From an optimization exercise on the open Yosys and OpenROAD flow, aimed at small area and a short achievable clock period; shortcuts taken in it are not production practice. The RTL was checked by simulation tests, not by an equivalence proof against the original design. Power is estimated from default activity; no workload was simulated.

## flow/config.mk

```make
export PLATFORM = sky130hd
export DESIGN_NAME = shaping_v5
export DESIGN_NICKNAME = shaping_v5
export VERILOG_FILES = /design/flow/design.v
export SDC_FILE = /design/flow/constraint.sdc
export NUM_CORES = 4
export LEC_CHECK = 0
export CAP_MARGIN = 20
export CORE_MARGIN = 2
export CORE_UTILIZATION = 40
export SLEW_MARGIN = 20
```

## flow/constraint.sdc

```tcl
create_clock -name core_clock -period 11.0 [get_ports {clk}]
set_input_delay 2.2000 -clock core_clock [delete_from_list [all_inputs] [get_ports {clk}]]
set_output_delay 2.2000 -clock core_clock [all_outputs]
set_load 0.01 [all_outputs]
```

## flow/design.v

```verilog
`timescale 1ns / 1ps
module shaping_v5(
inp,shapedout,conf,clk,count,rst
    ,r1,r2);
    input [13:0] inp;
	input [11:0] conf;
    input clk;
    input rst;
	output [13:0] shapedout;
    output[11:0] count;
    output r1;
    output r2;
    assign r1 = rst1;
    assign r2 = rst2;
    (* dont_touch = "true" *) wire signed[31:0] step0_0;
    (* dont_touch = "true" *) wire signed[31:0] step0;
    wire signed[31:0] step1;
    wire signed[31:0] step2;
    wire signed[63:0] step3;
    wire signed[63:0] step4;
    wire signed[63:0] step5;
    wire signed[63:0] step6;
    wire signed[63:0] step7;
    wire [1:0] sel;
    wire [4:0] m3;
    wire [4:0] tau;
    assign tau = conf[4:0];
    assign m3 = conf[9:5];
    assign sel = conf[11:10]; 
    reg [13:0] temp0;
	reg signed[31:0] temp1;
	reg signed[31:0] temp2;
	(* dont_touch = "true" *)reg signed[63:0] temp3;
	(* dont_touch = "true" *)reg signed[63:0] temp4;
	(* dont_touch = "true" *)reg signed[63:0] temp5;
	(* dont_touch = "true" *)reg signed[63:0] temp6;
	(* dont_touch = "true" *)reg signed[63:0] temp7;
	reg signed[63:0] temp8;
    reg signed[31:0]  data3;
    reg signed[31:0]  data4;
    reg [11:0] cnt;
    reg rst1;
    reg rst2;
    reg rst3;
    reg rst4;
    reg rst5;
    reg rst6;
    reg rst7;
    parameter k = 100;
    parameter l = 200;
	parameter TAUMAX = 8'hff;
    localparam depth = $clog2(k+1)-1;
    reg [14*(k+l+k+1)-1:0] dline;
    wire signed[31:0] data_k   = {{18{dline[14*k+13]}},dline[14*k+:14]};
    wire signed[31:0] data_kl  = {{18{dline[14*(k+l)+13]}},dline[14*(k+l)+:14]};
    wire signed[31:0] data_klk = {{18{dline[14*(k+l+k)+13]}},dline[14*(k+l+k)+:14]};
    integer i;
    always @(posedge clk)begin
    if(rst)
        cnt <= 12'h001;
    else if(|cnt)
            cnt <= cnt+1;
        else
            cnt <= 12'h000;
    end
    always@(posedge clk)begin
        temp0 <= inp;
    end
    always @(posedge clk)begin
        if(rst)
            rst1 <=1;
        else if(rst1 & cnt<k+l+k+1)
            rst1 <=1;
        else
            rst1 <=12'h000;
    end
    always @(posedge clk)begin
        if(rst)
            rst2 <=1;
        else if(rst1 & cnt<k+l+k+2)
            rst2 <=1;
        else
            rst2 <=12'h000;
    end
    always @(posedge clk)begin
        if(rst)
            rst3 <=1;
        else if(rst1 & cnt<k+l+k+3)
            rst3 <=1;
        else
            rst3 <=12'h000;
    end
    always @(posedge clk)begin
        if(rst)
            rst4 <=1;
        else if(rst1 & cnt<k+l+k+4)
            rst4 <=1;
        else
            rst4 <=12'h000;
    end
    always @(posedge clk)begin
        if(rst)
            rst5 <=1;
        else if(rst1 & cnt<k+l+k+5)
            rst5 <=1;
        else
            rst5 <=12'h000;
    end
    always @(posedge clk)begin
        if(rst)
            rst6 <=1;
        else if(rst1 & cnt<k+l+k+6)
            rst6 <=1;
        else
            rst6 <=12'h000;
    end
     always @(posedge clk)begin
        if(rst)
            rst7 <=1;
        else if(rst1 & cnt<k+l+k+7)
            rst7 <=1;
        else
            rst7 <=12'h000;
    end
    always @(posedge clk)begin
        dline <= {dline[14*(k+l+k)-1:0],step0[13:0]};
     end
	always @(posedge clk)begin
	   if(rst2)
	        temp1 <=  32'h0000_0000;
	   else 
			temp1 <= step1;
	end
	always @(posedge clk)begin
	   if(rst2)
			temp2 <=  32'h0000_0000;
	   else 
			temp2 <= step2;
	end
	always @(posedge clk)begin
	   if(rst3)
			temp3 <=  64'h0000_0000_0000_0000;
	   else 
			temp3 <= step3;
	end
	always @(posedge clk)begin
	   if(rst4)begin
			temp4 <=  64'h0000_0000_0000_0000;
	   end else begin
			temp4 <= step4;
	   end
	end
	always @(posedge clk)begin
	   if(rst5)
			temp5 <=  64'h0000_0000_0000_0000;
	   else
			case(tau)
			5'h00:temp5<=step4;				 
			5'h01:temp5<=temp3+step4;		 
			5'h02:temp5<=temp3+(step4>>>1);	 
			5'h03:temp5<=temp3+(step4>>>2);	 
			5'h04:temp5<=temp3+(step4>>>3);	 
			5'h05:temp5<=temp3+(step4>>>4);	 
			5'h06:temp5<=temp3+(step4>>>5);	 
			5'h07:temp5<=temp3+(step4>>>6);	 
			5'h08:temp5<=temp3+(step4>>>7);	 
			5'h09:temp5<=temp3+(step4>>>8);	 
			5'h0a:temp5<=temp3+(step4>>>9);	 
			5'h0b:temp5<=temp3+(step4>>>10);	 
			5'h0c:temp5<=temp3+(step4>>>11);	 
			5'h0d:temp5<=temp3+(step4>>>12);	 
			5'h0e:temp5<=temp3+(step4>>>13);	 
			5'h0f:temp5<=temp3+(step4>>>14);				 
			5'h10:temp5<=temp3+(step4>>>15);				 
			5'h11:temp5<=temp3+(step4>>>16);		 
			5'h12:temp5<=temp3+(step4>>>17);	 
			5'h13:temp5<=temp3+(step4>>>18);	 
			5'h14:temp5<=temp3+(step4>>>19);	 
			5'h15:temp5<=temp3+(step4>>>20);	 
			5'h16:temp5<=temp3+(step4>>>21);	 
			5'h17:temp5<=temp3+(step4>>>22);	 
			5'h18:temp5<=temp3+(step4>>>23);	 
			5'h19:temp5<=temp3+(step4>>>24);	 
			5'h1a:temp5<=temp3+(step4>>>25);	 
			5'h1b:temp5<=temp3+(step4>>>26);	 
			5'h1c:temp5<=temp3+(step4>>>27);	 
			5'h1d:temp5<=temp3+(step4>>>28);	 
			5'h1e:temp5<=temp3+(step4>>>29);	 
			5'h1f:temp5<=temp3;				 
			endcase
	end
	always @(posedge clk)begin
	   if(rst6)
			temp6 <=  64'h0000_0000_0000_0000;
	   else 
		    temp6 <= step6;
	end
	always @(posedge clk)begin
	   if(rst7)begin
			temp7 <=  64'h0000_0000_0000_0000;
	   end else begin
	   case(m3)
	   5'h00:temp7 <= step7;    
	   5'h01:temp7 <= step7>>>1;
	   5'h02:temp7 <= step7>>>2;
	   5'h03:temp7 <= step7>>>3;
	   5'h04:temp7 <= step7>>>4;
	   5'h05:temp7 <= step7>>>5;
	   5'h06:temp7 <= step7>>>6;
	   5'h07:temp7 <= step7>>>7;
	   5'h08:temp7 <= step7>>>8;
	   5'h09:temp7 <= step7>>>9;
	   5'h0a:temp7 <= step7>>>10;
	   5'h0b:temp7 <= step7>>>11;
	   5'h0c:temp7 <= step7>>>12;
	   5'h0d:temp7 <= step7>>>13;
	   5'h0e:temp7 <= step7>>>14;
	   5'h0f:temp7 <= step7>>>15;
	   5'h10:temp7 <= step7>>>16;
	   5'h11:temp7 <= step7>>>17;
	   5'h12:temp7 <= step7>>>18;
	   5'h13:temp7 <= step7>>>19;
	   5'h14:temp7 <= step7>>>20;
	   5'h15:temp7 <= step7>>>21;
	   5'h16:temp7 <= step7>>>22;
	   5'h17:temp7 <= step7>>>23;
	   5'h18:temp7 <= step7>>>24;
	   5'h19:temp7 <= step7>>>25;
	   5'h1a:temp7 <= step7>>>26;
	   5'h1b:temp7 <= step7>>>27;
	   5'h1c:temp7 <= step7>>>28;
	   5'h1d:temp7 <= step7>>>29;
	   5'h1e:temp7 <= step7>>>30;
	   5'h1f:temp7 <= step7>>>31;
	   endcase
	   end
	end
    assign step0_0 = {{19{inp[13]}},inp[12:0]};
    assign step0 =step0_0;
    assign step1 = step0 - data_k;          
    assign step2 = data_kl - data_klk;  
    assign step3 = {{49{temp1[15]}},temp1[14:0]} - {{49{temp2[15]}},temp2[14:0]};            
    assign step4 = temp3 + temp4;            
    assign step5 = temp5;
    assign step6 = temp6 + temp5;
    assign step7 = sel[1]? (sel[0]? temp6:step5):(sel[0]? temp3:{{51{inp[13]}},inp[12:0]}); 
	assign shapedout = temp7[13:0];
    assign count = cnt;
endmodule
```

## flow/run.sh

```bash
#!/bin/bash
# synth_recipe.tcl (not shown) runs the flow's synth.tcl, then flattens the netlist and writes it again
# the make line also repeats each setting of config.mk as NAME=value (left out here)
make -C /OpenROAD-flow-scripts/flow DESIGN_CONFIG=/design/flow/config.mk WORK_HOME=/design/flow/orfs CLKGATE_MAP_FILE= SYNTH_SCRIPT=/design/flow/synth_recipe.tcl finish
```

==> results.txt, run 1 <==
* Status: finished clean
* Tmin final at 10.16 ns
* Ports at 56
* Dpl hpwl at 611 mm
* Initial antenna violation count at 143
* Max Freq at 98.4 MHz
* Critical path capture point: temp5[38]
* Syn Area/Cell at 11.9 um2
* Fin. Hold Viols at 0
* Cell Pwr Density at 189 nW/um2
* Switching power at 8.29 mW
* Synth area leaders: dfxtp_1 (66%), ha_1 (4.7%), xnor2_1 (2.9%)
* DR vias/cell at 5.70
* Fin Setup TNS at 0 ns
* Sw Share at 20.7%
* Register area at 117000 um2
* Pins Over Slew Limit at 0
* Reg clk slew, reported paths at 0.07 ns
* Skew final at 0.131 ns
* Layout cells sized above 1 at 14.7%
* CTS Hold Bufs at 0
* Clock Sinks at 5847
* Synth top cells by count: dfxtp_1 (5847), a21oi_1 (865), nor2_1 (770)
* Synthesized instance count at 14900
* Post-synth EDFFs at 0
* CP Capture Type: flip-flop
* Most common cell in the netlist: dfxtp_1
* CTS tree: built
* Clock root cell: clkbuf_16
* Final setup vio count at 0
* 1st-iter DRT viols at 17700
* Clock power frac at 45.8%
* Area Growth Syn to Fin at 19.7%
* Final #Nets at 16900
* Fin crit share at 92.4%
* Start of the worst register-to-register path: temp3[0]
* Kind of critical path: flip-flop to flip-flop
* Flop pwr share at 53.2%
* Startpoint Class: flip-flop
* H-tree depth at 6
* Final Cell Area at 212000 um2
* P_int at 31.8 mW
* Num CTS Buffers at 528
* GR Util All Layers at 35.5%
* Die X at 669 um
* Yosys reg bits at 5847
* Post-Syn Area at 177000 um2
* DR vias at 129000
* RR Endpoint: temp5[38]
* CP max stage delay at 0.82 ns
* Final hold slack at 0.230 ns
* DR pass1 iterations at 10
* Reg2Reg Depth at 30
* Ys Warns at 1
* Critical Path AT at 11.16 ns
* Routed len/inst at 36.2 um
* Port bufs at 55
* Cell taking the most area after synthesis: dfxtp_1
* Vias in the first global route at 119000
* Static Leak at 86.5 nW
* Worst-margin pin slew at 1.38 ns
* GPL Wtd Cong at 1.18
* Sequential cell area fraction in the yosys report at 66.1%
* Final antenna-violating net count at 0
* Core ar. at 441000 um2
* Top FF cell, synth: dfxtp_1
* Most frequent CP cell: buf_4
* Hold Path Class: flip-flop to flip-flop
* First-pass GRT wire length at 1080 mm
* Initial core utilization at 40.1%
* Post-CTS Setup Repair Bufs at 0
* # fillers at 39700
* Relative max-transition margin at 7.50%
* Total grt overflow at 0
* Dpl cell area at 194000 um2
* VDD IR-drop max at 0.174 mV
* Max Buffers Root-to-Sink at 4
* FFs w/ async S/R, synth at 0%
* # DRC at 0
* Worst setup path start: temp3[0]
* Post-cts resize count at 0
* Chip height at 669 um
* CP Max Fanout at 15
* CP max-delay cell: a21oi_1
* Syn_nets at 15600
* Clock Latency Late Sink at 1.11 ns
* Area of the multi-input gates at 58600 um2
* Comb pwr share at 1.0%
* Worst R2R Setup Slack at 0.84 ns
* Worst Path Required at 12.00 ns
* Unrepaired setup endpoints after global routing: false
* # rows at 244
* Yosys top cell area share at 66.1%
* Yosys cell types at 113
* Total routed wirelength at 818 mm
* Die Area at 448000 um2
* Max Cap Viol at 0
* Largest net degree at the start of global routing at 112
[per-layer routing]
| layer | routed length [um] | up-vias | track usage, % |
|---|---|---|---|
| li1 | - | 55300 | - |
| met1 | 341000 | 62600 | 46.5 |
| met2 | 300000 | 8304 | 45.5 |
| met3 | 91900 | 2565 | 13.0 |
| met4 | 85200 | 44 | 30.5 |
| met5 | 666 | - | 0.244 |
[area by class of cell]
type	count	share of cell area (%)
Antenna cell	94	0.111
Clock buffer	732	7.11
Clock inverter	197	1.29
Inverter	231	0.409
Multi-Input combinational cell	8330	27.6
Sequential cell	5847	55.2
Tap cell	5904	3.48
Timing Repair Buffer	1257	4.74
[sequential cells by signal, summed over array words and instances (netlist names), 12 cells and up]
signal and flops:
dline 5614, temp4 64, temp5 45, temp6 45, temp3 16, temp1 15, temp2 15, temp7 14
cnt 12
[worst min-delay path by stage]
stage,start,end,depth (start not counted)
final,dline[390],dline[404],0
after global routing,dline[1286],dline[1300],0
after CTS,dline[1367],dline[1381],0
after detailed placement,dline[1156],dline[1170],0
after global placement,dline[522],dline[536],0
after floorplan,dline[986],dline[1000],0
[cells in the final DEF, fill, tap and decap left out, types with 48 or more instances in the layout]
cell	n
a211oi_1	144
a21o_1	285
a21oi_1	827
a21oi_2	53
a221oi_1	114
a22oi_1	230
a31oi_1	125
and3_1	66
buf_4	1156
clkbuf_1	101
clkbuf_16	535
clkbuf_8	97
clkdlybuf4s50_1	48
clkinv_2	71
dfxtp_1	5844
diode_2	94
ha_1	655
inv_1	225
mux2i_1	105
nand2_1	701
nand2b_1	108
nand3_1	215
nand4_1	153
nor2_1	742
nor2b_1	100
nor3_1	255
nor4_1	63
o211ai_1	70
o21a_1	138
o21ai_0	735
o21ai_1	55
o21bai_1	89
o221ai_1	51
o22ai_1	258
o31ai_1	48
or3_1	57
xnor2_1	574
xor2_1	417
[critical path, delay by kind of cell, from the launching register on]
family | cells | cell delay [ns]
compound gates | 14 | 5.19
buf+inv | 5 | 1.06
fa+ha+maj | 3 | 1.34
xor+xnor | 1 | 0.39
mux | 1 | 0.48
simple gates | 6 | 1.34
flops | 1 | 0.32
[cells by family (layout without fill, tap and decap cells)]
family                     Yosys count  after routing  share of synthesized area (%)
AOI/OAI and AO/OA                 3720           3720                           13.7
xor gates and xnor gates          1016           1016                           5.02
adders and majority gates          705            705                           5.12
buffers and inverters              739           2417                           1.62
DFF                               5847           5847                           66.1
muxes                              153            153                          0.992
other                                0             94                              0
and+or+nand+nor                   2736           2736                           7.43
[per-stage QoR]
| stage | worst slack (ns) | util, % | power [mW] | instances |
|---|---|---|---|---|
| 2_1_floorplan | 1.05 | - | 21.9 | 14900 |
| 3_3_place_gp | 0.668 | 43.9 | 22.2 | 21600 |
| 3_5_place_dp | 0.580 | 43.9 | 22.2 | 21600 |
| 4_1_cts | 1.14 | 47.9 | 40.6 | 22500 |
| 5_1_grt | 0.587 | 48.0 | 41.5 | 22500 |
| 6_report | 0.840 | 48.0 | 40.1 | 22600 |
[power by group through the flow]
stage	clock, mW	combinational [mW]	sequential, mW
floorplan	0	0.130	21.8
global placement	0	0.373	21.8
detailed placement	0	0.369	21.8
CTS	18.9	0.370	21.3
global route	19.8	0.390	21.3
finish	18.4	0.404	21.3
==> run 2: changes to the inputs <==
==> flow/design.v (replaced) <==
`timescale 1ns / 1ps
module shaping_v5(
inp,shapedout,conf,clk,count,rst
    ,r1,r2);
    input [13:0] inp;
    input [11:0] conf;
    input clk;
    input rst;
    output [13:0] shapedout;
    output [11:0] count;
    output r1;
    output r2;
    parameter k = 100;
    parameter l = 200;
    localparam N = k+l+k+2;           
    wire [4:0] tau = conf[4:0];
    wire [4:0] m3  = conf[9:5];
    wire [1:0] sel = conf[11:10];
    reg [11:0] cnt;
    reg rst1;
    reg rst2;      
    reg rst2d;     
    reg [14*N-1:0] dline;
    reg signed [15:0] temp3;
    reg signed [22:0] temp4;
    reg signed [22:0] tmpS;
    reg signed [15:0] tmpT;
    reg signed [44:0] temp6;
    reg [13:0] temp7;
    always @(posedge clk) begin
        if (rst)
            cnt <= 12'h001;
        else if (|cnt)
            cnt <= cnt + 1'b1;
        else
            cnt <= 12'h000;
    end
    always @(posedge clk) begin
        rst1  <= rst | (rst1 & (cnt < k+l+k+1));
        rst2  <= rst | rst1;
        rst2d <= rst2;
    end
    always @(posedge clk)
        dline <= {dline[14*(N-1)-1:0], inp};
    wire signed [15:0] d0   = {{2{dline[13]}}, dline[13:0]};
    wire signed [15:0] dk   = {{2{dline[14*(k+1)+13]}}, dline[14*(k+1)+:14]};
    wire signed [15:0] dkl  = {{2{dline[14*(k+l+1)+13]}}, dline[14*(k+l+1)+:14]};
    wire signed [15:0] dklk = {{2{dline[14*(k+l+k+1)+13]}}, dline[14*(k+l+k+1)+:14]};
    wire signed [22:0] step4 = temp4 + {{7{temp3[15]}}, temp3};
    wire signed [23:0] w4 = {step4, 1'b0};
    wire signed [23:0] w4s = w4 >>> tau;
    wire signed [22:0] temp5 = tmpS + {{7{tmpT[15]}}, tmpT};
    always @(posedge clk) begin
        if (rst2 | rst2d)
            temp3 <= 16'sd0;
        else
            temp3 <= (d0 - dk) - (dkl - dklk);
    end
    always @(posedge clk) begin
        if (rst2) begin
            temp4 <= 23'sd0;
            tmpS  <= 23'sd0;
            tmpT  <= 16'sd0;
            temp6 <= 45'sd0;
        end else begin
            temp4 <= step4;
            if (tau == 5'd0)
                tmpS <= step4;
            else if (tau == 5'd31)
                tmpS <= 23'sd0;
            else
                tmpS <= w4s[22:0];
            tmpT  <= (tau == 5'd0) ? 16'sd0 : temp3;
            temp6 <= temp6 + {{22{temp5[22]}}, temp5};
        end
    end
    wire signed [13:0] inps = inp;
    wire signed [13:0] sh0 = inps >>> m3;
    wire signed [15:0] sh1 = temp3 >>> m3;
    wire signed [22:0] sh2 = temp5 >>> m3;
    wire signed [44:0] sh3 = temp6 >>> m3;
    always @(posedge clk) begin
        if (rst2)
            temp7 <= 14'd0;
        else
            case (sel)
            2'd0: temp7 <= sh0;
            2'd1: temp7 <= sh1[13:0];
            2'd2: temp7 <= sh2[13:0];
            default: temp7 <= sh3[13:0];
            endcase
    end
    assign shapedout = temp7;
    assign count = cnt;
    assign r1 = rst1;
    assign r2 = rst2;
endmodule
==> run 2 against run 1 <==
  * Still clean on timing, DRC and antenna
  * First-iteration DRC count decreased by 87%
  * Non-clock buffer count is 1176 lower
  * Total power fell by 1.2%
  * Sequential power hardly changed
  * Critical path type unchanged
  * Largest power group unchanged
  * Highest routed layer unchanged
==> results.txt, run 2 <==
* Flop pwr share at 53.3% (was 53.2%)
* VDD IR-drop max at 0.153 mV (was 0.174 mV)
* Ports at 56 (unchanged)
* Sequential cell area fraction in the yosys report at 90.9% (was 66.1%)
* Fin Setup TNS at 0 ns (unchanged)
* Clock power frac at 46.3% (was 45.8%)
* DR vias at 50200 (was 129000)
* CTS Hold Bufs at 0 (unchanged)
* CTS tree: built (unchanged)
* Most common cell in the netlist: dfxtp_1 (unchanged)
* First-pass GRT wire length at 299 mm (was 1080 mm)
* Syn Area/Cell at 17.1 um2 (was 11.9 um2)
* Synthesized instance count at 7450 (was 14900)
* Post-cts resize count at 0 (unchanged)
* Synth area leaders: dfxtp_1 (91%), ha_1 (1.1%), nor2_1 (0.62%) (was dfxtp_1 (66%), ha_1 (4.7%), xnor2_1 (2.9%))
* Most frequent cells in the layout: dfxtp_1 (5779), clkbuf_16 (533), nor2_1 (209) (was dfxtp_1 (5844), buf_4 (1156), a21oi_1 (827))
* Dpl hpwl at 104 mm (was 611 mm)
* Switching power at 7.80 mW (was 8.29 mW)
* Critical Path AT at 6.61 ns (was 11.16 ns)
* Multiplexer area fraction after synthesis at 1.12% (was 0.992%)
* Clock root cell: clkbuf_16 (unchanged)
* Number of flip-flops in the largest register at 5628 (was 5614)
* # rows at 207 (was 244)
* Top FF cell, synth: dfxtp_1 (unchanged)
* # fillers at 26400 (was 39700)
* Final Util at 47.6% (was 48.0%)
* Pwr Total at 39.6 mW (was 40.1 mW)
* Largest register by flop count: dline (unchanged)
* CP Max Fanout at 27 (was 15)
* Worst Path Required at 11.78 ns (was 12.00 ns)
* Yosys top cell area share at 90.9% (was 66.1%)
* Relative max-transition margin at 35.8% (was 7.50%)
* Kind of critical path: flip-flop to flip-flop (unchanged)
* # DRC at 0 (unchanged)
* Fin. Hold Viols at 0 (unchanged)
* H-tree depth at 6 (unchanged)
* Initial core utilization at 40.1% (about the same)
* Final setup vio count at 0 (unchanged)
* Final antenna-violating net count at 0 (unchanged)
* Final #Nets at 8135 (was 16900)
* Initial antenna violation count at 13 (was 143)
* Yosys cell types at 92 (was 113)
* Commonest non-fill, non-tap cell in the layout: dfxtp_1 (unchanged)
* Cell taking the most area after synthesis: dfxtp_1 (unchanged)
* Compound-Gate Fraction of Synth Area at 2.89% (was 13.7%)
* Vias in the first global route at 53000 (was 119000)
* Post-synth EDFFs at 0 (unchanged)
* Area Growth Syn to Fin at 18.6% (was 19.7%)
* Largest net degree at the start of global routing at 56 (was 112)
* Yosys reg bits at 5780 (was 5847)
* Die Area at 323000 um2 (was 448000 um2)
* Startpoint Class: flip-flop (unchanged)
* 1st-iter DRT viols at 2269 (was 17700)
* DR vias/cell at 4.00 (was 5.70)
* GPL Wtd Cong at 0.786 (was 1.18)
* Hold Path Class: flip-flop to flip-flop (unchanged)
* Post-CTS Setup Repair Bufs at 0 (unchanged)
* FFs w/ async S/R, synth at 0% (unchanged)
* Total grt overflow at 0 (unchanged)
* Post-Syn Area at 127000 um2 (was 177000 um2)
* Tmin final at 5.82 ns (was 10.16 ns)
* DR pass1 iterations at 5 (was 10)
* P_int at 31.8 mW (about the same)
* Die X at 568 um (was 669 um)
* Unrepaired setup endpoints after global routing: false (unchanged)
* GR Util All Layers at 11.5% (was 35.5%)
* Pins Over Slew Limit at 0 (unchanged)
* Num CTS Buffers at 530 (was 528)
* Sw Share at 19.7% (was 20.7%)
* Status: finished clean (unchanged)
* Static Leak at 61.0 nW (was 86.5 nW)
* Clock Sinks at 5780 (was 5847)
* Top Registers: dline (5628), temp6 (45) (was dline (5614), temp4 (64))
* Core ar. at 317000 um2 (was 441000 um2)
* Ys Warns at 1 (unchanged)
* Xor/xnor share of the synthesized area at 0.674% (was 5.02%)
* Routed len/inst at 14.8 um (was 36.2 um)
* Max Cap Viol at 0 (unchanged)
* Total routed wirelength at 185 mm (was 818 mm)
* Comb pwr share at 0.5% (was 1.0%)
* Worst-margin pin slew at 0.963 ns (was 1.38 ns)
* Cell Pwr Density at 262 nW/um2 (was 189 nW/um2)
* Main combinational cell family by area after synthesis: compound AO/OA/AOI/OAI gates (unchanged)
* Reg clk slew, reported paths at 0.07 ns (about the same)
* CP Capture Type: flip-flop (unchanged)
* Max Buffers Root-to-Sink at 4 (unchanged)
* Syn_nets at 7624 (was 15600)
* Skew final at 0.0769 ns (was 0.131 ns)
* Chip height at 568 um (was 669 um)
* Max Freq at 172 MHz (was 98.4 MHz)
* Layout cells sized above 1 at 11.4% (was 14.7%)
* Port bufs at 55 (unchanged)
* Fin crit share at 53.0% (was 92.4%)
* Adder-cell share of the synthesized area at 1.62% (was 5.12%)
* Clock Latency Late Sink at 0.98 ns (was 1.11 ns)
* Synth top cells by count: dfxtp_1 (5780), nor2_1 (209), nand2_1 (130) (was dfxtp_1 (5847), a21oi_1 (865), nor2_1 (770))
* Simple-gate portion of the synthesized area at 2.22% (was 7.43%)
-- run 2: worst paths after layout --
| check | slack, ns | from | depth (start not counted) | end |
|---|---|---|---|---|
| worst max register to register | 5.18 | tmpS[0] | 21 | temp6[37] |
| worst min register to register | 0.27 | dline[528] | 0 | dline[542] |
| worst max-delay path | 5.18 | tmpS[0] | 21 | temp6[37] |
| worst min-delay path | 0.27 | dline[528] | 0 | dline[542] |
-- run 2: cells by family (layout without fill, tap and decap cells) --
kind of cell | count (synthesis) | count (layout)
adder cells (fa/ha/maj) | 146 | 146
AND/OR/NAND/NOR | 597 | 597
buffers and inverters | 181 | 1101
XOR/XNOR | 98 | 98
AO/OA/AOI/OAI | 540 | 540
flip-flops | 5780 | 5780
other | 0 | 1
multiplexers | 108 | 108
-- run 2: cell type report --
class | instances | area [um2] | share of cell area (%)
Sequential cell | 5780 | 116000 | 76.6
Clock buffer | 752 | 15200 | 10.1
Multi-Input combinational cell | 1489 | 10900 | 7.20
Tap cell | 4180 | 5230 | 3.46
Clock inverter | 189 | 2920 | 1.94
Timing Repair Buffer | 81 | 731 | 0.484
Inverter | 79 | 297 | 0.196
Antenna cell | 1 | 2.50 | 0.00166
-- run 2: power by group through the flow --
stage / Combinational (mW) / Sequential (mW) / Clock [mW]
3_3_place_gp: 0.197 / 21.6 / 0
2_1_floorplan: 0.110 / 21.6 / 0
4_1_cts: 0.195 / 21.1 / 18.9
5_1_grt: 0.207 / 21.1 / 19.8
6_report: 0.187 / 21.1 / 18.3
3_5_place_dp: 0.194 / 21.6 / 0
-- run 2: critical path, cell delays in order, from the launching register on --
cell and delay (ns):
dfxtp_1 0.30, ha_1 0.23, fa_1 0.40, a21o_1 0.21, a32o_1 0.28, a211o_1 0.36, a21oi_1 0.54, nand2_1 0.19
xnor2_2 0.18, buf_4 0.37, ha_1 0.41, a21o_1 0.20, a21o_1 0.17, a21o_1 0.19, a21o_1 0.18, a21oi_1 0.14
o21ai_0 0.14, a221o_1 0.36, o21ba_2 0.26, a311oi_1 0.32, xor2_1 0.18, nor2_1 0.05
-- run 2: layer usage --
layer  part of all wire (%)  GRT usage, %  routed length [um]
met1                     50          16.3               92900
met2                     41          16.8               76800
met5                  0.017             0                  32
met3                    4.6          2.67                8490
met4                    3.8          5.11                7000
-- run 2: per-stage QoR --
| step | cells | area [um2] | worst slack (ns) | hold slack, ns |
|---|---|---|---|---|
| 5_1_grt | 12600 | 151000 | 4.76 | 0.276 |
| 4_1_cts | 12600 | 151000 | 5.14 | 0.254 |
| 3_5_place_dp | 11600 | 133000 | 4.19 | 0.312 |
| 2_1_floorplan | 7450 | 127000 | 4.97 | 0.310 |
| 6_report | 12600 | 151000 | 5.18 | 0.265 |
| 3_3_place_gp | 11600 | 133000 | 4.16 | 0.310 |
==> run 3: changes to the inputs <==
--- a/flow/design.v
+++ b/flow/design.v
@@ -72,22 +72,22 @@
                 tmpS <= w4s[22:0];
             tmpT  <= (tau == 5'd0) ? 16'sd0 : temp3;
-            temp6 <= temp6 + {{22{temp5[22]}}, temp5};
+            temp6 <= temp6 + {{22{tmpS[22]}}, tmpS} + {{29{tmpT[15]}}, tmpT};
         end
     end
     wire signed [13:0] inps = inp;
-    wire signed [13:0] sh0 = inps >>> m3;
-    wire signed [15:0] sh1 = temp3 >>> m3;
-    wire signed [22:0] sh2 = temp5 >>> m3;
-    wire signed [44:0] sh3 = temp6 >>> m3;
+    reg signed [44:0] vsrc;
+    always @(*)
+        case (sel)
+        2'd0: vsrc = inps;
+        2'd1: vsrc = temp3;
+        2'd2: vsrc = temp5;
+        default: vsrc = temp6;
+        endcase
+    wire signed [44:0] vsh = vsrc >>> m3;
     always @(posedge clk) begin
         if (rst2)
             temp7 <= 14'd0;
         else
-            case (sel)
-            2'd0: temp7 <= sh0;
-            2'd1: temp7 <= sh1[13:0];
-            2'd2: temp7 <= sh2[13:0];
-            default: temp7 <= sh3[13:0];
-            endcase
+            temp7 <= vsh[13:0];
     end
     assign shapedout = temp7;
--- a/flow/config.mk
+++ b/flow/config.mk
@@ -8,4 +8,8 @@
 export CAP_MARGIN = 20
 export CORE_MARGIN = 2
-export CORE_UTILIZATION = 40
+export CORE_UTILIZATION = 55
+export CTS_BUF_LIST = sky130_fd_sc_hd__clkbuf_8
+export CTS_CLUSTER_DIAMETER = 45
+export CTS_CLUSTER_SIZE = 18
+export SETUP_SLACK_MARGIN = 5
 export SLEW_MARGIN = 20
==> run 3 against run 2 <==
  * Worst hold slack worse by 0.017 ns
  * Non-clock buffer count down 4
  * Die area down 27%
  * Core utilization up 14 points
  * Critical endpoint is now temp7[4]
==> results.txt, run 3 <==
* Routed len/inst at 15.1 um (was 14.8 um)
* Pins Over Slew Limit at 0 (unchanged)
* Port bufs at 55 (unchanged)
* Post-cts resize count at 0 (unchanged)
* Largest net degree at the start of global routing at 82 (was 56)
* Top Registers: dline (5628), temp6 (45) (unchanged)
* Max Buffers Root-to-Sink at 4 (unchanged)
* Final setup vio count at 0 (unchanged)
* Core ar. at 232000 um2 (was 317000 um2)
* DR vias at 49600 (was 50200)
* RR Endpoint: tmpS[3] (was temp6[37])
* Met1 Track Usage GR at 22.3% (was 16.3%)
* Synthesized instance count at 7499 (was 7450)
* Reg2Reg Depth at 10 (was 21)
* CP Capture Type: flip-flop (unchanged)
* WHS Path Cells at 0 (unchanged)
* Start of the worst register-to-register path: temp3[15] (was tmpS[0])
* Fin. Hold Viols at 0 (unchanged)
* 1st-iter DRT viols at 2332 (was 2269)
* Commonest non-fill, non-tap cell in the layout: dfxtp_1 (unchanged)
* H-tree depth at 5 (was 6)
* Unrepaired setup endpoints after global routing: false (unchanged)
* Synth top cells by count: dfxtp_1 (5780), nor2_1 (207), nand2_1 (167) (was dfxtp_1 (5780), nor2_1 (209), nand2_1 (130))
* Static Leak at 57.7 nW (was 61.0 nW)
* Met3 GRT Util at 3.00% (was 2.67%)
* FFs w/ async S/R, synth at 0% (unchanged)
* Most common cell in the netlist: dfxtp_1 (unchanged)
* Relative max-transition margin at 30.4% (was 35.8%)
* Kind of critical path: primary input to flip-flop (was flip-flop to flip-flop)
* Final #Nets at 8156 (was 8135)
* Hold Path Class: flip-flop to flip-flop (unchanged)
* Cell Chain, Critical Path: clkdlybuf4s50_1 -> buf_4 -> clkinv_1 -> nor2_2 -> a21oi_1 -> a41o_1 -> a31oi_1 -> nor4_1 -> a2111oi_0 -> o22ai_1 (was ha_1 -> fa_1 -> a21o_1 -> a32o_1 -> a211o_1 -> a21oi_1 -> nand2_1 -> xnor2_2 -> buf_4 -> ha_1 -> a21o_1 -> a21o_1 -> a21o_1 -> a21o_1 -> a21oi_1 -> o21ai_0 -> a221o_1 -> o21ba_2 -> a311oi_1 -> xor2_1 -> nor2_1)
* Reg clk slew, reported paths at 0.10 ns (was 0.07 ns)
* Synth area leaders: dfxtp_1 (90%), fa_1 (1.2%), ha_1 (1.0%) (was dfxtp_1 (91%), ha_1 (1.1%), nor2_1 (0.62%))
* Crit path depth at 10 (was 21)
* GR Util All Layers at 14.6% (was 11.5%)
* Dpl hpwl at 97.5 mm (was 104 mm)
* Num CTS Buffers at 452 (was 530)
* Yosys top cell area share at 90.4% (was 90.9%)
* # rows at 177 (was 207)
* Clock root cell: clkbuf_8 (was clkbuf_16)
* Flop pwr share at 63.5% (was 53.3%)
* # DRC at 0 (unchanged)
* Most Crowded Layer GR: met1 (was met2)
* Tmin final at 5.03 ns (was 5.82 ns)
* Setup WS post-layout at 5.97 ns (was 5.18 ns)
* Status: finished clean (unchanged)
* Clock Sinks at 5780 (unchanged)
* Max Freq at 199 MHz (was 172 MHz)
* Fin crit share at 45.8% (was 53.0%)
* Syn Area/Cell at 17.1 um2 (about the same)
* Largest register by flop count: dline (unchanged)
* Die Area at 237000 um2 (was 323000 um2)
* Syn_nets at 7710 (was 7624)
* Cell Pwr Density at 234 nW/um2 (was 262 nW/um2)
* Yosys cell types at 85 (was 92)
* Hold Path Sink: dline[61] (was dline[542])
* Hold Crit Start: dline[47] (was dline[528])
* CTS Hold Bufs at 0 (unchanged)
* Worst Path Required at 11.84 ns (was 11.78 ns)
* Switching power at 6.65 mW (was 7.80 mW)
* Post-CTS Setup Repair Bufs at 0 (unchanged)
* Worst R2R Setup Slack at 6.37 ns (was 5.18 ns)
* Worst-margin pin slew at 1.04 ns (was 0.963 ns)
* Worst setup path start: conf[10] (was tmpS[0])
* Top delay family on crit path: compound AO/OA/AOI/OAI gates (unchanged)
* P_int at 26.6 mW (was 31.8 mW)
* Post-Syn Area at 128000 um2 (was 127000 um2)
* Startpoint Class: primary input (was flip-flop)
* Yosys reg bits at 5780 (unchanged)
* Initial antenna violation count at 9 (was 13)
* Sw Share at 20.0% (was 19.7%)
* Post-synth EDFFs at 0 (unchanged)
* Initial core utilization at 55.2% (was 40.1%)
* Chip height at 487 um (was 568 um)
* Clock power frac at 35.9% (was 46.3%)
* Top FF cell, synth: dfxtp_1 (unchanged)
* GPL Wtd Cong at 0.802 (was 0.786)
* Sequential cell area fraction in the yosys report at 90.4% (was 90.9%)
* Ys Warns at 1 (unchanged)
* Buffers & Inverters on Critical Path at 3 (was 1)
* Final Util at 61.3% (was 47.6%)
* DR pass1 iterations at 5 (unchanged)
* Vias in the first global route at 50400 (was 53000)
* Layout cells sized above 1 at 10.1% (was 11.4%)
* Critical Path AT at 5.87 ns (was 6.61 ns)
* Final antenna-violating net count at 0 (unchanged)
* Most frequent cells in the layout: dfxtp_1 (5778), clkbuf_8 (505), nor2_1 (206) (was dfxtp_1 (5779), clkbuf_16 (533), nor2_1 (209))
* Die X at 487 um (was 568 um)
* CP max stage delay at 0.88 ns (was 0.54 ns)
* Skew final at 0.137 ns (was 0.0769 ns)
* Clock Latency Late Sink at 1.09 ns (was 0.98 ns)
* DR vias/cell at 4.39 (was 4.00)
* Number of flip-flops in the largest register at 5628 (unchanged)
* Cell taking the most area after synthesis: dfxtp_1 (unchanged)
* CP Max Fanout at 24 (was 27)
* VDD IR-drop max at 0.198 mV (was 0.153 mV)
* First-pass GRT wire length at 277 mm (was 299 mm)
* Total grt overflow at 0 (unchanged)
* Area Growth Syn to Fin at 11.0% (was 18.6%)
* CTS tree: built (unchanged)
* Total routed wirelength at 170 mm (was 185 mm)
* CP max-delay cell: nor2_2 (was a21oi_1)
* Place WS at 4.84 ns (was 4.19 ns)
* Fin Setup TNS at 0 ns (unchanged)
* Comb pwr share at 0.6% (was 0.5%)
* Met2 usage at 20.0% (was 16.8%)
* Ports at 56 (unchanged)
* Max Cap Viol at 0 (unchanged)
-- run 3: cell count changes in the layout (fill, tap and decap cells not counted), moves of 20 or more --
cell	before	now
clkbuf_16	533	0
clkbuf_8	108	505
xor2_1	51	31
nand2_1	130	167
clkbuf_1	111	0
fa_1	32	76
clkinvlp_4	15	36
clkinv_16	28	0
inv_1	74	124
-- run 3: kinds of logic (layout without fill, tap and decap cells) --
group	count (synthesis)	in the layout	synth area share, %
and+or+nand+nor	635	635	2.32
adders and majority gates	183	183	2.23
AOI/OAI and AO/OA	544	544	2.94
buffers and inverters	181	931	0.538
DFF	5780	5780	90.4
xor gates and xnor gates	77	77	0.527
muxes	99	99	1.07
other	0	5	0
-- run 3: worst max path at each step --
stage	slack (ns)	to
after detailed placement	4.84	temp7[10]
after CTS	5.99	temp7[10]
after global routing	5.63	temp7[4]
final	5.97	temp7[4]
after global placement	4.85	temp7[4]
after floorplan	5.86	temp6[42]
-- run 3: through the flow --
stage / power (mW) / instance area, um2 / instances / hold slack, ns
2_1_floorplan: 21.7 / 128000 / 7499 / 0.310
3_3_place_gp: 21.8 / 132000 / 10500 / 0.309
3_5_place_dp: 21.8 / 132000 / 10500 / 0.312
4_1_cts: 33.7 / 142000 / 11300 / 0.227
5_1_grt: 34.5 / 142000 / 11300 / 0.235
6_report: 33.2 / 142000 / 11300 / 0.248
-- run 3: power by group through the flow --
stage | clock network (mW) | registers (mW) | logic [mW]
4_1_cts | 12.4 | 21.1 | 0.196
3_5_place_dp | 0 | 21.6 | 0.195
2_1_floorplan | 0 | 21.6 | 0.119
5_1_grt | 13.2 | 21.1 | 0.212
6_report | 11.9 | 21.1 | 0.194
3_3_place_gp | 0 | 21.6 | 0.197
-- run 3: layout make-up --
cell class	count	area [um2]
multi-input combinational	1538	11700
clock inverter	253	2950
fill	17200	89900
clock buffer	505	6950
antenna	5	12.5
timing repair buffer	77	738
sequential	5780	116000
inverter	96	360
tap	3043	3810
-- run 3: layer usage --
metal | vias to the layer above | share of wire, %
met1 | 23400 | 53
met4 | 0 | 3.7
met5 | - | 0
met3 | 409 | 3.9
li1 | 25000 | -
met2 | 774 | 39
==> run 4: changes to the inputs <==
==> flow/flow/run.sh (new file) <==
#!/bin/bash
# Standard synthesis, then the standard layout with a larger setup margin for
# timing repair (the clock period and constraints are unchanged).
set -euo pipefail
bash standard.sh synth > synth.log 2>&1
bash standard.sh SETUP_SLACK_MARGIN=7.6 finish > layout.log 2>&1
==> flow/standard.sh (new file) <==
#!/bin/bash
# synth_recipe.tcl (not shown) runs the flow's synth.tcl, then flattens the netlist and writes it again
# the make line also repeats each setting of config.mk as NAME=value (left out here)
make -C /OpenROAD-flow-scripts/flow DESIGN_CONFIG=/design/flow/config.mk WORK_HOME=/design/flow/orfs CLKGATE_MAP_FILE= SYNTH_SCRIPT=/design/flow/synth_recipe.tcl "${@:-finish}"
--- a/flow/config.mk
+++ b/flow/config.mk
@@ -12,4 +12,3 @@
 export CTS_CLUSTER_DIAMETER = 45
 export CTS_CLUSTER_SIZE = 18
-export SETUP_SLACK_MARGIN = 5
 export SLEW_MARGIN = 20
removed: flow/run.sh
==> run 4 against run 3 <==
  * Total power down 0.28%
  * Wire length increased by 3.6%
  * Non-clock buffer count increased by 170
  * Sequential share of layout area is 2.1 points lower
  * Critical endpoint is now temp3[14]
  * Sequential cell count is the same
  * Cell count grew 1.6%
  * Core utilization increased by 1.7 points
  * Clock skew down 0.022 ns
  * Worst hold slack improved by 0.017 ns
==> results.txt, run 4 <==
* Most common cell in the netlist: dfxtp_1 (unchanged)
* CTS Hold Bufs at 0 (unchanged)
* Hold Path Sink: dline[796] (was dline[61])
* FFs w/ async S/R, synth at 0% (unchanged)
* Cell Chain, Critical Path: inv_2 -> fa_1 -> inv_2 -> fa_1 -> inv_2 -> ha_4 -> inv_2 -> fa_2 -> nor2b_2 -> o21ai_2 -> a21boi_2 -> o21ai_2 -> a21boi_2 -> o2111ai_2 -> a31oi_4 -> a221o_1 -> xnor2_1 -> nor2_1 (was clkdlybuf4s50_1 -> buf_4 -> clkinv_1 -> nor2_2 -> a21oi_1 -> a41o_1 -> a31oi_1 -> nor4_1 -> a2111oi_0 -> o22ai_1)
* Start of the worst register-to-register path: dline[1414] (was temp3[15])
* Final antenna-violating net count at 0 (unchanged)
* Final Cell Area at 146000 um2 (was 142000 um2)
* Ys Warns at 1 (unchanged)
* CP Capture Type: flip-flop (unchanged)
* Yosys reg bits at 5780 (unchanged)
* Unrepaired setup endpoints after global routing: true (was false)
* Most frequent cells in the layout: dfxtp_1 (5707), clkbuf_8 (510), nor2_1 (194) (was dfxtp_1 (5778), clkbuf_8 (505), nor2_1 (206))
* Initial core utilization at 55.2% (unchanged)
* Routed len/inst at 15.4 um (was 15.1 um)
* H-tree depth at 5 (unchanged)
* Clock Sinks at 5780 (unchanged)
* Num CTS Buffers at 452 (unchanged)
* Buffers & Inverters on Critical Path at 4 (was 3)
* Clock power frac at 35.6% (was 35.9%)
* Top Registers: dline (5628), temp6 (45) (unchanged)
* Hold Crit Start: dline[782] (was dline[47])
* Worst-margin pin slew at 1.02 ns (was 1.04 ns)
* Setup WS post-layout at 7.20 ns (was 5.97 ns)
* Area Growth Syn to Fin at 14.1% (was 11.0%)
* P_int at 26.5 mW (was 26.6 mW)
* Status: finished clean (unchanged)
* Dpl cell area at 132000 um2 (about the same)
* Reg2Reg Depth at 18 (was 10)
* Worst Path Required at 11.88 ns (was 11.84 ns)
* Chip height at 487 um (unchanged)
* Top delay family on crit path: adder cells (was compound AO/OA/AOI/OAI gates)
* Most frequent CP cell: inv_2
* Relative max-transition margin at 32.0% (was 30.4%)
* DR vias/cell at 4.42 (was 4.39)
* Skew final at 0.115 ns (was 0.137 ns)
* Worst R2R Setup Slack at 7.20 ns (was 6.37 ns)
* First-pass GRT wire length at 284 mm (was 277 mm)
* WHS Path Cells at 0 (unchanged)
* Max Buffers Root-to-Sink at 4 (unchanged)
* Hold Path Class: flip-flop to flip-flop (unchanged)
* Max Cap Viol at 0 (unchanged)
* Syn_nets at 7710 (unchanged)
* CP max-delay cell: fa_1 (was nor2_2)
* Register area at 116000 um2 (about the same)
* CTS tree: built (unchanged)
* Die X at 487 um (unchanged)
* Commonest non-fill, non-tap cell in the layout: dfxtp_1 (unchanged)
* Initial antenna violation count at 7 (was 9)
* Switching power at 6.65 mW (about the same)
* Dpl hpwl at 100 mm (was 97.5 mm)
* # DRC at 0 (unchanged)
* Synth top cells by count: dfxtp_1 (5780), nor2_1 (207), nand2_1 (167) (unchanged)
* Yosys cell types at 85 (unchanged)
* Place WS at 5.12 ns (was 4.84 ns)
* Area of the multi-input gates at 13700 um2 (was 11700 um2)
* Vias in the first global route at 51400 (was 50400)
* Post-synth EDFFs at 0 (unchanged)
* Cell Pwr Density at 227 nW/um2 (was 234 nW/um2)
* Max Freq at 263 MHz (was 199 MHz)
* Clock root cell: clkbuf_8 (unchanged)
* Layout cells sized above 1 at 16.6% (was 10.1%)
* VDD IR-drop max at 0.168 mV (was 0.198 mV)
* Sw Share at 20.1% (was 20.0%)
* # rows at 177 (unchanged)
* Top FF cell, synth: dfxtp_1 (unchanged)
* Pwr Total at 33.1 mW (was 33.2 mW)
* CP Max Fanout at 2 (was 24)
* Sequential cell area fraction in the yosys report at 90.4% (unchanged)
* Total grt overflow at 0 (unchanged)
* Synthesized instance count at 7499 (unchanged)
* Synth area leaders: dfxtp_1 (90%), fa_1 (1.2%), ha_1 (1.0%) (unchanged)
* Ports at 56 (unchanged)
* Fin crit share at 34.5% (was 45.8%)
* Reg clk slew, reported paths at 0.10 ns (about the same)
* Fin. Hold Viols at 0 (unchanged)
* DR vias at 50700 (was 49600)
* # fillers at 16800 (was 17200)
* GPL Wtd Cong at 0.784 (was 0.802)
* Kind of critical path: flip-flop to flip-flop (was primary input to flip-flop)
* Flop pwr share at 63.6% (was 63.5%)
* Final setup vio count at 0 (unchanged)
* Comb pwr share at 0.8% (was 0.6%)
* Largest net degree at the start of global routing at 57 (was 82)
* Clock Latency Late Sink at 1.02 ns (was 1.09 ns)
* Yosys top cell area share at 90.4% (unchanged)
* Number of flip-flops in the largest register at 5628 (unchanged)
* Port bufs at 55 (unchanged)
* CP max stage delay at 0.54 ns (was 0.88 ns)
* Static Leak at 59.0 nW (was 57.7 nW)
* GR Util All Layers at 15.0% (was 14.6%)
* Syn Area/Cell at 17.1 um2 (unchanged)
* Final #Nets at 8329 (was 8156)
* Pins Over Slew Limit at 0 (unchanged)
* Cell taking the most area after synthesis: dfxtp_1 (unchanged)
* Largest register by flop count: dline (unchanged)
* Fin Setup TNS at 0 ns (unchanged)
* Critical Path AT at 4.68 ns (was 5.87 ns)
* Tmin final at 3.80 ns (was 5.03 ns)
* 1st-iter DRT viols at 2190 (was 2332)
* Total routed wirelength at 176 mm (was 170 mm)
* RR Endpoint: temp3[14] (was tmpS[3])
* DR pass1 iterations at 5 (unchanged)
* Worst setup path start: dline[1414] (was conf[10])
* Core ar. at 232000 um2 (unchanged)
* Post-Syn Area at 128000 um2 (unchanged)
* Startpoint Class: flip-flop (was primary input)
* Die Area at 237000 um2 (unchanged)
-- run 4: cell type report --
| cell class | count | share of cell area (%) |
|---|---|---|
| Inverter | 96 | 0.291 |
| Antenna cell | 6 | 0.0103 |
| Sequential cell | 5780 | 79.3 |
| Clock inverter | 255 | 1.89 |
| Tap cell | 3043 | 2.61 |
| Multi-Input combinational cell | 1539 | 9.40 |
| Timing Repair Buffer | 247 | 1.67 |
| Clock buffer | 509 | 4.79 |
| Timing Repair inverter | 2 | 0.0103 |
-- run 4: logic make-up (layout without fill, tap and decap cells) --
logic type	count (synthesis)	after routing	synth area share (%)
other	0	6	0
buffers and inverters	181	1109	0.538
adders and majority gates	183	183	2.23
AOI/OAI and AO/OA	544	544	2.94
muxes	99	99	1.07
and+or+nand+nor	635	636	2.32
DFF	5780	5780	90.4
xor gates and xnor gates	77	77	0.527
-- run 4: how the worst max path moves through the flow --
stage	slack, ns	cells after the start	endpoint
2_1_floorplan	6.88	9	temp7[9]
3_3_place_gp	5.20	9	tmpS[7]
3_5_place_dp	5.12	9	tmpS[9]
4_1_cts	7.07	2	r2
5_1_grt	6.98	18	temp3[14]
6_report	7.20	18	temp3[14]
-- run 4: power by group through the flow --
stage | Sequential, mW | Combinational [mW] | Clock, mW
4_1_cts | 21.1 | 0.240 | 12.2
5_1_grt | 21.1 | 0.273 | 13.0
3_3_place_gp | 21.6 | 0.198 | 0
2_1_floorplan | 21.6 | 0.131 | 0
3_5_place_dp | 21.6 | 0.196 | 0
6_report | 21.1 | 0.253 | 11.8
-- run 4: worst reg2reg max path, stage by stage, from the launching register on --
cell and delay [ns]:
dfxtp_2 0.35, inv_2 0.04, fa_1 0.54, inv_2 0.05, fa_1 0.46, inv_2 0.08, ha_4 0.13, inv_2 0.03
fa_2 0.34, nor2b_2 0.15, o21ai_2 0.08, a21boi_2 0.18, o21ai_2 0.10, a21boi_2 0.20, o2111ai_2 0.20, a31oi_4 0.30
a221o_1 0.21, xnor2_1 0.12, nor2_1 0.07
-- run 4: per-stage QoR --
step                      utilization (%)  hold slack [ns]  instances
after CTS                            62.6            0.251      11400
after global placement               57.1            0.310      10500
final                                63.0            0.265      11500
after floorplan                         -            0.310       7499
after global routing                 63.0            0.267      11500
after detailed placement             57.1            0.312      10500
-- run 4: metal layers --
layer,global-route usage [%],part of all wire [%],vias up
met5,0,0.014,-
met4,5.29,3.1,4
met3,2.82,3.6,393
met2,21.8,41,727
met1,22.6,52,24200
li1,-,-,25400
-- run 4: timing repair --
item                       CTS  global route
setup endpoints to repair  118            90
resized for setup          608           127
buffers inserted           134            38
pin swaps                  134           138
cloned                       6             0
==> run 5: changes to the inputs <==
--- a/flow/config.mk
+++ b/flow/config.mk
@@ -9,6 +9,6 @@
 export CORE_MARGIN = 2
 export CORE_UTILIZATION = 55
-export CTS_BUF_LIST = sky130_fd_sc_hd__clkbuf_8
-export CTS_CLUSTER_DIAMETER = 45
-export CTS_CLUSTER_SIZE = 18
+export CTS_BUF_LIST = sky130_fd_sc_hd__clkbuf_16
+export CTS_CLUSTER_DIAMETER = 60
+export CTS_CLUSTER_SIZE = 30
 export SLEW_MARGIN = 20
==> run 5 against run 4 <==
  * Still clean on timing, DRC and antenna
  * Clock skew decreased by 0.010 ns
  * Register-to-register slack about the same
  * Total power decreased by 5.5%
  * Cell area decreased by 1.8%
  * Largest power group unchanged
  * Highest routed layer unchanged
==> results.txt, run 5 <==
* Status: finished clean (unchanged)
* Largest register by flop count: dline (unchanged)
* Top delay family on crit path: compound AO/OA/AOI/OAI gates (was adder cells)
* Die X at 487 um (unchanged)
* Worst setup path start: tmpT[15] (was dline[1414])
* Initial antenna violation count at 8 (was 7)
* Reg clk slew, reported paths at 0.10 ns (about the same)
* Cell Pwr Density at 218 nW/um2 (was 227 nW/um2)
* CTS Hold Bufs at 0 (unchanged)
* Tmin final at 3.78 ns (was 3.80 ns)
* CP max-delay cell: fa_1 (unchanged)
* Unrepaired setup endpoints after global routing: true (unchanged)
* Commonest non-fill, non-tap cell in the layout: dfxtp_1 (unchanged)
* Critical path capture point: temp6[42] (was temp3[14])
* DR vias at 49200 (was 50700)
* Total routed wirelength at 174 mm (was 176 mm)
* Syn Area/Cell at 17.1 um2 (unchanged)
* GPL Wtd Cong at 0.784 (unchanged)
* Hold Crit Start: dline[4200] (was dline[782])
* Chip height at 487 um (unchanged)
* Ports at 56 (unchanged)
* CP Max Fanout at 5 (was 2)
* DR pass1 iterations at 6 (was 5)
* Comb pwr share at 0.9% (was 0.8%)
* Final setup vio count at 0 (unchanged)
* Clock power frac at 31.8% (was 35.6%)
* Syn_nets at 7710 (unchanged)
* Most frequent cells in the layout: dfxtp_1 (5709), clkbuf_16 (232), nor2_1 (193) (was dfxtp_1 (5707), clkbuf_8 (510), nor2_1 (194))
* Kind of critical path: flip-flop to flip-flop (unchanged)
* # rows at 177 (unchanged)
* Dpl cell area at 132000 um2 (unchanged)
* Worst-margin pin slew at 1.07 ns (was 1.02 ns)
* Top Registers: dline (5628), temp6 (45) (unchanged)
* Top FF cell, synth: dfxtp_1 (unchanged)
* Port bufs at 55 (unchanged)
* H-tree depth at 4 (was 5)
* Dpl hpwl at 100 mm (unchanged)
* Final non-filler cell total at 11000 (was 11500)
* Worst R2R Setup Slack at 7.22 ns (was 7.20 ns)
* Buffers & Inverters on Critical Path at 1 (was 4)
* CTS tree: built (unchanged)
* Yosys cell types at 85 (unchanged)
* CP max stage delay at 0.49 ns (was 0.54 ns)
* Relative max-transition margin at 28.7% (was 32.0%)
* Critical Path AT at 4.53 ns (was 4.68 ns)
* 1st-iter DRT viols at 2302 (was 2190)
* Routed len/inst at 15.8 um (was 15.4 um)
* Yosys top cell area share at 90.4% (unchanged)
* Final #Nets at 8133 (was 8329)
* P_int at 25.2 mW (was 26.5 mW)
* Max Freq at 264 MHz (was 263 MHz)
* Final Cell Area at 143000 um2 (was 146000 um2)
* Layout cells sized above 1 at 12.3% (was 16.6%)
* Largest net degree at the start of global routing at 37 (was 57)
* Synth area leaders: dfxtp_1 (90%), fa_1 (1.2%), ha_1 (1.0%) (unchanged)
* Start of the worst register-to-register path: tmpT[15] (was dline[1414])
* Number of flip-flops in the largest register at 5628 (unchanged)
* Skew final at 0.105 ns (was 0.115 ns)
* Cell Chain, Critical Path: buf_12 -> fa_1 -> ha_4 -> a2111oi_4 -> o21ai_1 -> o21a_1 -> a221o_1 -> o21a_2 -> o221a_4 -> o211a_1 -> o21a_4 -> a221oi_2 -> mux2_2 (was inv_2 -> fa_1 -> inv_2 -> fa_1 -> inv_2 -> ha_4 -> inv_2 -> fa_2 -> nor2b_2 -> o21ai_2 -> a21boi_2 -> o21ai_2 -> a21boi_2 -> o2111ai_2 -> a31oi_4 -> a221o_1 -> xnor2_1 -> nor2_1)
* Static Leak at 57.5 nW (was 59.0 nW)
* # DRC at 0 (unchanged)
* FFs w/ async S/R, synth at 0% (unchanged)
* Pwr Total at 31.3 mW (was 33.1 mW)
* Final antenna-violating net count at 0 (unchanged)
* VDD IR-drop max at 0.182 mV (was 0.168 mV)
* Post-Syn Area at 128000 um2 (unchanged)
* Placed Cells at 10500 (unchanged)
* Sequential cell area fraction in the yosys report at 90.4% (unchanged)
* Crit path depth at 13 (was 18)
* Synth top cells by count: dfxtp_1 (5780), nor2_1 (207), nand2_1 (167) (unchanged)
* Area Growth Syn to Fin at 12.1% (was 14.1%)
* Vias in the first global route at 49200 (was 51400)
* Fin Setup TNS at 0 ns (unchanged)
* Synthesized instance count at 7499 (unchanged)
* Post-synth EDFFs at 0 (unchanged)
* Flop pwr share at 67.4% (was 63.6%)
* Clock Sinks at 5780 (unchanged)
* Clock Latency Late Sink at 0.88 ns (was 1.02 ns)
* Ys Warns at 1 (unchanged)
* Fin. Hold Viols at 0 (unchanged)
* Startpoint Class: flip-flop (unchanged)
* Pins Over Slew Limit at 0 (unchanged)
* Total grt overflow at 0 (unchanged)
* Sw Share at 19.6% (was 20.1%)
* Core ar. at 232000 um2 (unchanged)
* CP Capture Type: flip-flop (unchanged)
* Cell taking the most area after synthesis: dfxtp_1 (unchanged)
* Most common cell in the netlist: dfxtp_1 (unchanged)
* Reg2Reg Depth at 13 (was 18)
* DR vias/cell at 4.46 (was 4.42)
* Max Cap Viol at 0 (unchanged)
* Worst Path Required at 11.75 ns (was 11.88 ns)
* Num CTS Buffers at 231 (was 452)
* Initial core utilization at 55.2% (unchanged)
* GR Util All Layers at 14.7% (was 15.0%)
* RR Endpoint: temp6[42] (was temp3[14])
* Yosys reg bits at 5780 (unchanged)
* Fin crit share at 34.4% (was 34.5%)
* Die Area at 237000 um2 (unchanged)
* Clock root cell: clkbuf_16 (was clkbuf_8)
* Final Util at 61.8% (was 63.0%)
* Hold Path Class: flip-flop to flip-flop (unchanged)
* Switching power at 6.13 mW (was 6.65 mW)
* First-pass GRT wire length at 278 mm (was 284 mm)
* Max Buffers Root-to-Sink at 3 (was 4)
-- run 5: timing repair --
| action | in CTS | in global routing |
|---|---|---|
| setup endpoints to repair | 119 | 91 |
| gates cloned | 9 | 1 |
| pin swaps | 147 | 116 |
| buffers inserted | 147 | 46 |
| resized for setup | 620 | 145 |
-- run 5: cells by family after synthesis --
kind of cell             Yosys count  synth area share, %
flip-flops                      5780                 90.4
AND/OR/NAND/NOR                  635                 2.32
AO/OA/AOI/OAI                    544                 2.94
adder cells (fa/ha/maj)          183                 2.23
buffers and inverters            181                0.538
multiplexers                      99                 1.07
XOR/XNOR                          77                0.527
-- run 5: how the worst min path moves through the flow --
stage	to	cells past startpoint
final	dline[4214]	0
after global routing	dline[5438]	0
after CTS	dline[4214]	0
after detailed placement	dline[120]	0
after global placement	dline[829]	0
after floorplan	dline[1000]	0
-- run 5: worst reg2reg max path, delay by kind of cell, from the launching register on --
family,cells,cell delay (ns)
flops,1,0.36
compound gates,9,2.20
mux,1,0.36
fa+ha+maj,2,0.68
buf+inv,1,0.14
-- run 5: power by group through the flow --
| stage | clock network [mW] | logic, mW | registers [mW] |
|---|---|---|---|
| CTS | 10.3 | 0.257 | 21.1 |
| floorplan | 0 | 0.131 | 21.6 |
| finish | 9.94 | 0.272 | 21.1 |
| global route | 11.0 | 0.292 | 21.1 |
| global placement | 0 | 0.198 | 21.6 |
| detailed placement | 0 | 0.196 | 21.6 |
-- run 5: per-stage QoR --
stage               setup WS [ns]  hold slack (ns)
floorplan                    6.88            0.310
global placement             5.20            0.310
detailed placement           5.12            0.312
CTS                          7.17            0.261
global route                 7.02            0.280
finish                       7.22            0.274
-- run 5: area by class of cell --
| class | count | area, um2 |
|---|---|---|
| Antenna cell | 5 | 12.5 |
| Clock buffer | 231 | 5780 |
| Clock inverter | 60 | 1060 |
| Fill cell | 16900 | 88600 |
| Inverter | 96 | 434 |
| Multi-Input combinational cell | 1539 | 13700 |
| Sequential cell | 5780 | 116000 |
| Tap cell | 3043 | 3810 |
| Timing Repair Buffer | 272 | 2750 |
| Timing Repair inverter | 2 | 15.0 |
-- run 5: layer usage --
layer | global-route usage, % | up-vias | part of all wire (%)
li1 | - | 24800 | -
met3 | 2.52 | 278 | 3.2
met4 | 4.11 | 4 | 2.4
met1 | 22.5 | 23600 | 53
met5 | 0 | - | 0.013
met2 | 21.7 | 520 | 42
==> run 6: changes to the inputs <==
--- a/flow/flow/run.sh
+++ b/flow/flow/run.sh
@@ -4,3 +4,3 @@
 set -euo pipefail
 bash standard.sh synth > synth.log 2>&1
-bash standard.sh SETUP_SLACK_MARGIN=7.6 finish > layout.log 2>&1
+bash standard.sh SETUP_SLACK_MARGIN=8.2 finish > layout.log 2>&1
==> run 6 against run 5 <==
  * Synthesized cell count is the same
  * Clock power hardly changed
  * Via count rose by 0.66%
  * Die area unchanged
  * Critical path depth down 2
  * Sequential share of layout area is 0.68 points lower
  * First-iteration DRC count is 2.0% lower
  * Cell area up 0.84%
  * Non-clock buffer count up 48
  * Total power grew 0.73%
  * Sequential cell count stayed put
==> results.txt, run 6 <==
* Kind of critical path: primary input to flip-flop (was flip-flop to flip-flop)
* Largest net degree at the start of global routing at 41 (was 37)
* RR Endpoint: temp6[42] (unchanged)
* DR pass1 iterations at 5 (was 6)
* Status: finished clean (unchanged)
* Die Area at 237000 um2 (unchanged)
* Cell taking the most area after synthesis: dfxtp_1 (unchanged)
* Commonest non-fill, non-tap cell in the layout: dfxtp_1 (unchanged)
* CP Capture Type: flip-flop (unchanged)
* Reg2Reg Depth at 12 (was 13)
* Top Registers: dline (5628), temp6 (45) (unchanged)
* Final antenna-violating net count at 0 (unchanged)
* Start of the worst register-to-register path: temp6[15] (was tmpT[15])
* CP max stage delay at 0.51 ns (was 0.49 ns)
* Num CTS Buffers at 233 (was 231)
* Yosys reg bits at 5780 (unchanged)
* Total grt overflow at 0 (unchanged)
* Critical Path AT at 4.50 ns (was 4.53 ns)
* Hold Path Sink: dline[707] (was dline[4214])
* Final setup vio count at 0 (unchanged)
* Top FF cell, synth: dfxtp_1 (unchanged)
* 1st-iter DRT viols at 2257 (was 2302)
* H-tree depth at 4 (unchanged)
* Hold Crit Start: dline[693] (was dline[4200])
* Pwr Total at 31.5 mW (was 31.3 mW)
* Port bufs at 55 (unchanged)
* Max Cap Viol at 0 (unchanged)
* Synthesized instance count at 7499 (unchanged)
* Tmin final at 3.73 ns (was 3.78 ns)
* CTS Hold Bufs at 0 (unchanged)
* Worst-margin pin slew at 1.06 ns (was 1.07 ns)
* Flop pwr share at 66.9% (was 67.4%)
* Synth top cells by count: dfxtp_1 (5780), nor2_1 (207), nand2_1 (167) (unchanged)
* Static Leak at 58.0 nW (was 57.5 nW)
* Fin. Hold Viols at 0 (unchanged)
* CP Max Fanout at 6 (was 5)
* Final hold slack at 0.297 ns (was 0.274 ns)
* Cell Pwr Density at 218 nW/um2 (about the same)
* DR vias at 49500 (was 49200)
* Setup WS post-layout at 7.27 ns (was 7.22 ns)
* Pins Over Slew Limit at 0 (unchanged)
* Clock Latency Late Sink at 0.88 ns (about the same)
* DR vias/cell at 4.46 (about the same)
* Most common cell in the netlist: dfxtp_1 (unchanged)
* First-pass GRT wire length at 280 mm (was 278 mm)
* Number of flip-flops in the largest register at 5628 (unchanged)
* Reg clk slew, reported paths at 0.09 ns (was 0.10 ns)
* WHS Path Cells at 0 (unchanged)
* Relative max-transition margin at 28.8% (was 28.7%)
* Comb pwr share at 0.9% (about the same)
* Initial antenna violation count at 12 (was 8)
* Place WS at 5.14 ns (was 5.12 ns)
* Sequential cell area fraction in the yosys report at 90.4% (unchanged)
* Cell Chain, Critical Path: buf_12 -> buf_16 -> clkinv_16 -> nand2_8 -> or3_4 -> mux2i_4 -> nor3_2 -> a31o_2 -> mux4_2 -> mux2_4 -> a22o_1 (was buf_12 -> fa_1 -> ha_4 -> a2111oi_4 -> o21ai_1 -> o21a_1 -> a221o_1 -> o21a_2 -> o221a_4 -> o211a_1 -> o21a_4 -> a221oi_2 -> mux2_2)
* Final non-filler cell total at 11100 (was 11000)
* Post-Syn Area at 128000 um2 (unchanged)
* Die X at 487 um (unchanged)
* Post-synth EDFFs at 0 (unchanged)
* Max Freq at 268 MHz (was 264 MHz)
* Yosys top cell area share at 90.4% (unchanged)
* Sw Share at 19.6% (about the same)
* Fin crit share at 33.9% (was 34.4%)
* Synth area leaders: dfxtp_1 (90%), fa_1 (1.2%), ha_1 (1.0%) (unchanged)
* Worst Path Required at 11.77 ns (was 11.75 ns)
* # rows at 177 (unchanged)
* Largest register by flop count: dline (unchanged)
* # DRC at 0 (unchanged)
* Clock Sinks at 5780 (unchanged)
* Syn Area/Cell at 17.1 um2 (unchanged)
* Switching power at 6.18 mW (was 6.13 mW)
* Clock root cell: clkbuf_16 (unchanged)
* Area Growth Syn to Fin at 13.0% (was 12.1%)
* Layout cells sized above 1 at 13.6% (was 12.3%)
* Placed Cells at 10500 (about the same)
* Vias in the first global route at 49700 (was 49200)
* Skew final at 0.0747 ns (was 0.105 ns)
* VDD IR-drop max at 0.180 mV (was 0.182 mV)
* Ports at 56 (unchanged)
* Max Buffers Root-to-Sink at 3 (unchanged)
* Dpl hpwl at 96.0 mm (was 100 mm)
* FFs w/ async S/R, synth at 0% (unchanged)
* Clock power frac at 32.2% (was 31.8%)
* Routed len/inst at 15.7 um (was 15.8 um)
* Yosys cell types at 85 (unchanged)
* Startpoint Class: primary input (was flip-flop)
* Unrepaired setup endpoints after global routing: true (unchanged)
* Ys Warns at 1 (unchanged)
* Hold Path Class: flip-flop to flip-flop (unchanged)
* Core ar. at 232000 um2 (unchanged)
* Final #Nets at 8183 (was 8133)
* GPL Wtd Cong at 0.802 (was 0.784)
* Total routed wirelength at 174 mm (about the same)
* GR Util All Layers at 14.8% (was 14.7%)
* Fin Setup TNS at 0 ns (unchanged)
* CTS tree: built (unchanged)
* P_int at 25.3 mW (was 25.2 mW)
* Chip height at 487 um (unchanged)
* Worst R2R Setup Slack at 7.33 ns (was 7.22 ns)
* CP max-delay cell: mux4_2 (was fa_1)
* Initial core utilization at 55.2% (unchanged)
* Most frequent cells in the layout: dfxtp_1 (5703), clkbuf_16 (235), nor2_1 (188) (was dfxtp_1 (5709), clkbuf_16 (232), nor2_1 (193))
* Syn_nets at 7710 (unchanged)
run 6: how the worst max path moves through the flow:
| stage | cells past startpoint | to | slack [ns] | start |
|---|---|---|---|---|
| floorplan | 9 | temp7[9] | 6.88 | conf[11] |
| global placement | 10 | temp7[4] | 5.19 | conf[10] |
| detailed placement | 10 | temp7[4] | 5.14 | conf[10] |
| CTS | 2 | r2 | 7.24 | rst2 |
| global route | 15 | temp6[41] | 7.17 | temp6[1] |
| finish | 11 | temp7[9] | 7.27 | conf[10] |
run 6: per-stage QoR:
stage | cell area [um2] | util (%)
after floorplan | 129000 | -
after global placement | 133000 | 57.2
after detailed placement | 133000 | 57.2
after CTS | 144000 | 61.9
after global routing | 145000 | 62.3
final | 145000 | 62.3
run 6: what timing repair did:
item                                    in CTS  in global routing
resized for setup                          678                143
endpoints found under the setup margin     131                124
cloned                                      15                  0
buffers inserted                           181                 57
pin swaps                                  168                117
run 6: layout make-up:
class                   instances  area (um2)
well taps                    3043        3810
clock buffers                 235        5880
repair buffers                320        3390
repair inverters                2        13.8
inverters                      96         427
diodes                          5        12.5
clock inverters                72        1150
fillers                     16900       87400
multi-input cells            1539       14100
flip-flops and latches       5780      116000
run 6: power by group through the flow:
stage / combinational (mW) / clock [mW] / sequential, mW
after global routing: 0.315 / 11.3 / 21.1
after global placement: 0.201 / 0 / 21.6
after floorplan: 0.133 / 0 / 21.6
after detailed placement: 0.200 / 0 / 21.6
after CTS: 0.278 / 10.5 / 21.1
final: 0.295 / 10.1 / 21.1
run 6: cells by family after synthesis:
group	count (synthesis)	synth area share, %
compound gates	544	2.94
xor+xnor	77	0.527
fa+ha+maj	183	2.23
buf+inv	181	0.538
flops	5780	90.4
mux	99	1.07
simple gates	635	2.32
run 6: routing by layer:
layer / global-route usage (%) / vias to the layer above / share of wire (%)
li1: - / 24900 / -
met1: 23.0 / 23700 / 54
met2: 21.2 / 564 / 40
met3: 2.57 / 335 / 3.3
met4: 4.43 / 6 / 2.8
met5: 0 / - / 0.022
run 6: worst max-delay path: cells and delay by family:
kind	cells	cell delay, ns
buffers and inverters	3	0.33
and+or+nand+nor	3	0.50
muxes	3	0.99
AOI/OAI and AO/OA	2	0.45

## afterwards: timing with drivers on the ports
How much do the figures lean on ideal ports? The routed layouts below were timed once more, with nothing changed but the port constraints.
Step 1, drivers: a clkbuf_16 drives clk and a buf_2 each remaining input, both assumed.
Step 2, shift: input delay + t, output delay - t, t = (earliest + latest rising clock arrival at the registers) / 2. This alone moves slack from input paths to output paths.
Slacks: no drivers / after step 1 / after step 2; pairs: no drivers / after step 1.
run	t (ns)	setup slack, ns	latest minus earliest clock arrival (ns)	worst slew at a driven data input, ns
run 1	1.159	0.840 / 0.840 / 0.651	0.156 / 0.155	0.07
run 2	1.028	5.175 / 5.175 / 4.480	0.081 / 0.081	0.16
run 3	1.100	5.966 / 6.024 / 4.924	0.138 / 0.138	0.17
run 4	1.080	7.203 / 7.139 / 6.262	0.166 / 0.166	0.09
run 5	0.921	7.218 / 7.218 / 6.446	0.117 / 0.117	0.25
run 6	0.938	7.275 / 7.243 / 6.379	0.095 / 0.094	0.14
After both steps every run listed still meets setup and hold. The setup slack of run 3, which loses most, moves by +0.058 ns with the drivers and by -1.042 ns with both steps.
